Context: an optimization exercise on an open-source flow, tuned for small area, a short achievable clock period and few clock cycles. The choices shown serve that exercise and are no tape-out recipe.
At most, simulation tests tie the RTL to the original design; equivalence was not proved.
No activity file was given, so power comes from the tool's default toggle rates.

==> 05-09 <==
## rs_cudu_v2
module rs_cudu_v2(
	input clock, reset,
	input sqrt_start, input [19:0] data_in,
	output sqrt_done, output [9:0] data_out
);
export LEC_CHECK = 0
export CAP_MARGIN = 20
export CORE_MARGIN = 2
export CORE_UTILIZATION = 40
export SETUP_SLACK_MARGIN = 2.8
export SLEW_MARGIN = 20
create_clock -name core_clock -period 5.0 [get_ports {clock}]
standard.sh (not shown) runs the stock make flow with config.mk's settings and CLKGATE_MAP_FILE= SYNTH_SCRIPT=/design/flow/synth_recipe.tcl, a recipe that flattens the netlist after the stock synthesis.
==> flow/flow/run.sh <==
#!/bin/bash
# The standard layout, with plain buf_1 cells as the port buffers.
set -euo pipefail
export BUFFER_PORTS_ARGS="-buffer_cell sky130_fd_sc_hd__buf_1"
bash standard.sh > make_finish.log 2>&1
==> 01-24: changes against 05-09 <==
==> flow/design.v (replaced) <==
module nr_step(
	input [10:0] r, input [9:0] q, input [1:0] p,
	output [10:0] r_n, output [9:0] q_n
);
wire neg = r[10];
wire ci = |p;
wire [9:0] hi = r[9:0] + ({1'b0, q[8:0]} ^ {10{~neg}}) + {9'd0, ci};
assign r_n = {hi[8:0], p - 2'd1};
assign q_n = {q[8:0], ~hi[9]};
endmodule
module rs_cudu_v2(
	input clock, reset,
	input sqrt_start, input [19:0] data_in,
	output sqrt_done, output [9:0] data_out
);
reg [2:0] cnt;		 
reg done;
reg [9:0] q;		 
reg [10:0] r;		 
reg [1:0] pr;		 
assign sqrt_done = done;
assign data_out = q;
function [4:0] seed;
	input [3:0] d;
	case (d)
		4'd0: seed = {2'd0, 3'd0};
		4'd1: seed = {2'd1, 3'd0};
		4'd2: seed = {2'd1, 3'd1};
		4'd3: seed = {2'd1, 3'd2};
		4'd4: seed = {2'd2, 3'd0};
		4'd5: seed = {2'd2, 3'd1};
		4'd6: seed = {2'd2, 3'd2};
		4'd7: seed = {2'd2, 3'd3};
		4'd8: seed = {2'd2, 3'd4};
		4'd9: seed = {2'd3, 3'd0};
		4'd10: seed = {2'd3, 3'd1};
		4'd11: seed = {2'd3, 3'd2};
		4'd12: seed = {2'd3, 3'd3};
		4'd13: seed = {2'd3, 3'd4};
		4'd14: seed = {2'd3, 3'd5};
		4'd15: seed = {2'd3, 3'd6};
	endcase
endfunction
wire [1:0] q0;
wire [2:0] r0;
assign {q0, r0} = seed(data_in[19:16]);
wire [10:0] ss [0:2];
wire [9:0] sq [0:2];
assign ss[0] = {8'd0, r0};
assign sq[0] = {8'd0, q0};
nr_step t0 (.r(ss[0]), .q(sq[0]), .p(data_in[15:14]), .r_n(ss[1]), .q_n(sq[1]));
nr_step t1 (.r(ss[1]), .q(sq[1]), .p(data_in[13:12]), .r_n(ss[2]), .q_n(sq[2]));
wire [10:0] rs [0:1];
wire [9:0] qs [0:1];
assign rs[0] = r;
assign qs[0] = q;
nr_step s0 (.r(rs[0]), .q(qs[0]), .p(pr[1:0]), .r_n(rs[1]), .q_n(qs[1]));
always @(posedge clock, posedge reset)
	if (reset) cnt <= 3'd0;
	else if (sqrt_start) cnt <= 3'd1;
	else if (cnt == 3'd6) cnt <= 3'd0;
	else if (cnt != 3'd0) cnt <= cnt + 3'd1;
always @(posedge clock, posedge reset)
	if (reset) done <= 1'b0;
	else done <= (cnt == 3'd5);
always @(posedge clock) begin
	if (sqrt_start) begin
		q <= sq[2];
		r <= ss[2];
	end else begin
		if (cnt != 3'd0) q <= qs[1];
		r <= rs[1];
	end
	case (cnt)
		3'd0: pr <= data_in[11:10];
		3'd1: pr <= data_in[9:8];
		3'd2: pr <= data_in[7:6];
		3'd3: pr <= data_in[5:4];
		3'd4: pr <= data_in[3:2];
		default: pr <= data_in[1:0];
	endcase
end
endmodule
==> flow/run.sh (new file) <==
#!/bin/bash
# synth_recipe.tcl (not shown) runs the flow's synth.tcl, then flattens the netlist and writes it again
# the make line also repeats each setting of config.mk as NAME=value (left out here)
make -C /OpenROAD-flow-scripts/flow DESIGN_CONFIG=/design/flow/config.mk WORK_HOME=/design/flow/orfs CLKGATE_MAP_FILE= SYNTH_SCRIPT=/design/flow/synth_recipe.tcl finish
==> flow/config.mk (replaced) <==
export PLATFORM = sky130hd
export DESIGN_NAME = rs_cudu_v2
export DESIGN_NICKNAME = rs_cudu_v2
export VERILOG_FILES = /design/flow/design.v
export SDC_FILE = /design/flow/constraint.sdc
export NUM_CORES = 4
export LEC_CHECK = 0
export CAP_MARGIN = 20
export CORE_MARGIN = 2
export CORE_UTILIZATION = 40
export SETUP_SLACK_MARGIN = 2.5
export SLEW_MARGIN = 20
removed: flow/flow/run.sh
removed: flow/standard.sh
==> 04-10: changes against 05-09 <==
==> flow/design.v (replaced) <==
module nr_step(
	input [9:0] r, input [9:0] q, input [1:0] p,
	output [9:0] r_n, output [9:0] q_n
);
wire [9:0] a = r;
wire [9:0] b = {q[0], q[8:1] ^ {8{q[0]}}, 1'b0};
wire ci = |p;
wire [9:0] h = a ^ b;
wire [9:0] g0 = (a & b) | {9'd0, h[0] & ci};
wire [9:0] p0 = h;
wire [9:0] g1 = g0 | (p0 & {g0[8:0], 1'b0});
wire [9:0] p1 = p0 & {p0[8:0], 1'b0};
wire [9:0] g2 = g1 | (p1 & {g1[7:0], 2'b0});
wire [9:0] p2 = p1 & {p1[7:0], 2'b0};
wire [9:0] g3 = g2 | (p2 & {g2[5:0], 4'b0});
wire [9:0] p3 = p2 & {p2[5:0], 4'b0};
wire [9:0] g4 = g3 | (p3 & {g3[1:0], 8'b0});
wire [9:0] hi = h ^ {g4[8:0], ci};
assign r_n = {hi[7:0], p - 2'd1};
assign q_n = {q[8:0], ~hi[9]};
endmodule
module rs_cudu_v2(
	input clock, reset,
	input sqrt_start, input [19:0] data_in,
	output sqrt_done, output [9:0] data_out
);
reg [2:0] cnt;		 
reg [9:0] q;		 
reg [9:0] r;		 
reg [1:0] pr;		 
reg done;
assign sqrt_done = done;
assign data_out = q;
function [12:0] seed;
	input [5:0] d;
	case (d)
		6'd0: seed = {3'd0, 10'd1023};
		6'd1: seed = {3'd1, 10'd0};
		6'd2: seed = {3'd1, 10'd1};
		6'd3: seed = {3'd1, 10'd2};
		6'd4: seed = {3'd2, 10'd1019};
		6'd5: seed = {3'd2, 10'd1020};
		6'd6: seed = {3'd2, 10'd1021};
		6'd7: seed = {3'd2, 10'd1022};
		6'd8: seed = {3'd2, 10'd1023};
		6'd9: seed = {3'd3, 10'd0};
		6'd10: seed = {3'd3, 10'd1};
		6'd11: seed = {3'd3, 10'd2};
		6'd12: seed = {3'd3, 10'd3};
		6'd13: seed = {3'd3, 10'd4};
		6'd14: seed = {3'd3, 10'd5};
		6'd15: seed = {3'd3, 10'd6};
		6'd16: seed = {3'd4, 10'd1015};
		6'd17: seed = {3'd4, 10'd1016};
		6'd18: seed = {3'd4, 10'd1017};
		6'd19: seed = {3'd4, 10'd1018};
		6'd20: seed = {3'd4, 10'd1019};
		6'd21: seed = {3'd4, 10'd1020};
		6'd22: seed = {3'd4, 10'd1021};
		6'd23: seed = {3'd4, 10'd1022};
		6'd24: seed = {3'd4, 10'd1023};
		6'd25: seed = {3'd5, 10'd0};
		6'd26: seed = {3'd5, 10'd1};
		6'd27: seed = {3'd5, 10'd2};
		6'd28: seed = {3'd5, 10'd3};
		6'd29: seed = {3'd5, 10'd4};
		6'd30: seed = {3'd5, 10'd5};
		6'd31: seed = {3'd5, 10'd6};
		6'd32: seed = {3'd5, 10'd7};
		6'd33: seed = {3'd5, 10'd8};
		6'd34: seed = {3'd5, 10'd9};
		6'd35: seed = {3'd5, 10'd10};
		6'd36: seed = {3'd6, 10'd1011};
		6'd37: seed = {3'd6, 10'd1012};
		6'd38: seed = {3'd6, 10'd1013};
		6'd39: seed = {3'd6, 10'd1014};
		6'd40: seed = {3'd6, 10'd1015};
		6'd41: seed = {3'd6, 10'd1016};
		6'd42: seed = {3'd6, 10'd1017};
		6'd43: seed = {3'd6, 10'd1018};
		6'd44: seed = {3'd6, 10'd1019};
		6'd45: seed = {3'd6, 10'd1020};
		6'd46: seed = {3'd6, 10'd1021};
		6'd47: seed = {3'd6, 10'd1022};
		6'd48: seed = {3'd6, 10'd1023};
		6'd49: seed = {3'd7, 10'd0};
		6'd50: seed = {3'd7, 10'd1};
		6'd51: seed = {3'd7, 10'd2};
		6'd52: seed = {3'd7, 10'd3};
		6'd53: seed = {3'd7, 10'd4};
		6'd54: seed = {3'd7, 10'd5};
		6'd55: seed = {3'd7, 10'd6};
		6'd56: seed = {3'd7, 10'd7};
		6'd57: seed = {3'd7, 10'd8};
		6'd58: seed = {3'd7, 10'd9};
		6'd59: seed = {3'd7, 10'd10};
		6'd60: seed = {3'd7, 10'd11};
		6'd61: seed = {3'd7, 10'd12};
		6'd62: seed = {3'd7, 10'd13};
		6'd63: seed = {3'd7, 10'd14};
	endcase
endfunction
wire [2:0] q0;
wire [9:0] r0;
assign {q0, r0} = seed(data_in[19:14]);
wire [9:0] r_n, q_n;
nr_step s0 (.r(r), .q(q), .p(pr), .r_n(r_n), .q_n(q_n));
always @(posedge clock, posedge reset)
	if (reset) cnt <= 3'd0;
	else if (sqrt_start) cnt <= 3'd1;
	else if (cnt == 3'd7) cnt <= 3'd0;
	else if (cnt != 3'd0) cnt <= cnt + 3'd1;
always @(posedge clock, posedge reset)
	if (reset) done <= 1'b0;
	else done <= (cnt == 3'd6);
always @(posedge clock) begin
	if (sqrt_start) begin
		q <= {7'd0, q0};
		r <= r0;
	end else begin
		if (cnt != 3'd0) q <= q_n;
		r <= r_n;
	end
	case (cnt)
		3'd0: pr <= data_in[13:12];
		3'd1: pr <= data_in[11:10];
		3'd2: pr <= data_in[9:8];
		3'd3: pr <= data_in[7:6];
		3'd4: pr <= data_in[5:4];
		3'd5: pr <= data_in[3:2];
		default: pr <= data_in[1:0];
	endcase
end
endmodule
==> flow/flow/run.sh (replaced) <==
#!/bin/bash
# The standard layout, with plain buf_1 cells as the port buffers and no
# half/full adder cells, so that ABC maps the adders itself.
set -euo pipefail
export BUFFER_PORTS_ARGS="-buffer_cell sky130_fd_sc_hd__buf_1"
export DONT_USE_CELLS="sky130_fd_sc_hd__ha_1 sky130_fd_sc_hd__ha_2 sky130_fd_sc_hd__ha_4 sky130_fd_sc_hd__fa_1 sky130_fd_sc_hd__fa_2 sky130_fd_sc_hd__fa_4 sky130_fd_sc_hd__fah_1 sky130_fd_sc_hd__fahcin_1 sky130_fd_sc_hd__fahcon_1"
bash standard.sh > make_finish.log 2>&1
==> comparison <==
- 05-09 finished clean. 01-24 finished clean. 04-10 completed with no timing, DRC or antenna violations.
- Between 05-09 and 04-10, the lower first-iteration DRC count is in 04-10 (gap about 5%, measured against 04-10).
- Area after synthesis: 04-10 < 05-09 < 01-24.
- Via count: 01-24 > 05-09 > 04-10.
- Of 04-10 and 05-09, 04-10 has the higher routed wire length (gap 0.86%, measured against 05-09).
- In 04-10 the hold slack is worse than in 05-09, by 1.8 ps.
- Of 01-24 and 05-09, 05-09 has the higher sequential power (gap about 7%, measured against 05-09).
- The lowest clock skew belongs to 01-24, the highest to 04-10.
- The highest global-route usage belongs to 01-24, the lowest to 04-10.
- In 04-10 the sequential share of layout area is higher than in 01-24, by 7.7 points.
- Of 04-10 and 01-24, 01-24 has the higher synthesized cell count (gap 15%, measured against 01-24).
Testbench counts of 04-10, summed over its fixed seeds: cycles 32,008.
Function not checked in 05-09 and 01-24: the RTL went through the layout flow alone.

[static timing again, ports no longer ideal]
In the flow no input, the clock included, has a driving cell. The finished layouts below were timed again as built, in two steps.
Step 1: set_driving_cell puts a clkbuf_16 on clock and a buf_2 on each other input, an assumption about the parent block.
Step 2 also shifts input and output timing later by t, the mid clock arrival at the registers, as if the neighbouring blocks saw the same clock.
Slacks: no drivers / after step 1 / after step 2; pairs: no drivers / after step 1.
run | t, ns | setup WS [ns] | hold WS [ns] | worst setup path after step 2 | latest minus earliest clock arrival (ns)
05-09 | 0.296 | 2.785 / 2.785 / 2.497 | 0.437 / 0.437 / 0.437 | input to register | 0.005 / 0.005
01-24 | 0.298 | 1.038 / 0.998 / 0.700 | 0.488 / 0.488 / 0.488 | input to register | 0.004 / 0.004
04-10 | 0.293 | 2.888 / 2.888 / 2.732 | 0.435 / 0.435 / 0.435 | input to register | 0.013 / 0.012
After both steps every run listed still meets setup and hold. The setup slack of 01-24, which loses most, moves by -0.040 ns with the drivers and by -0.338 ns with both steps.
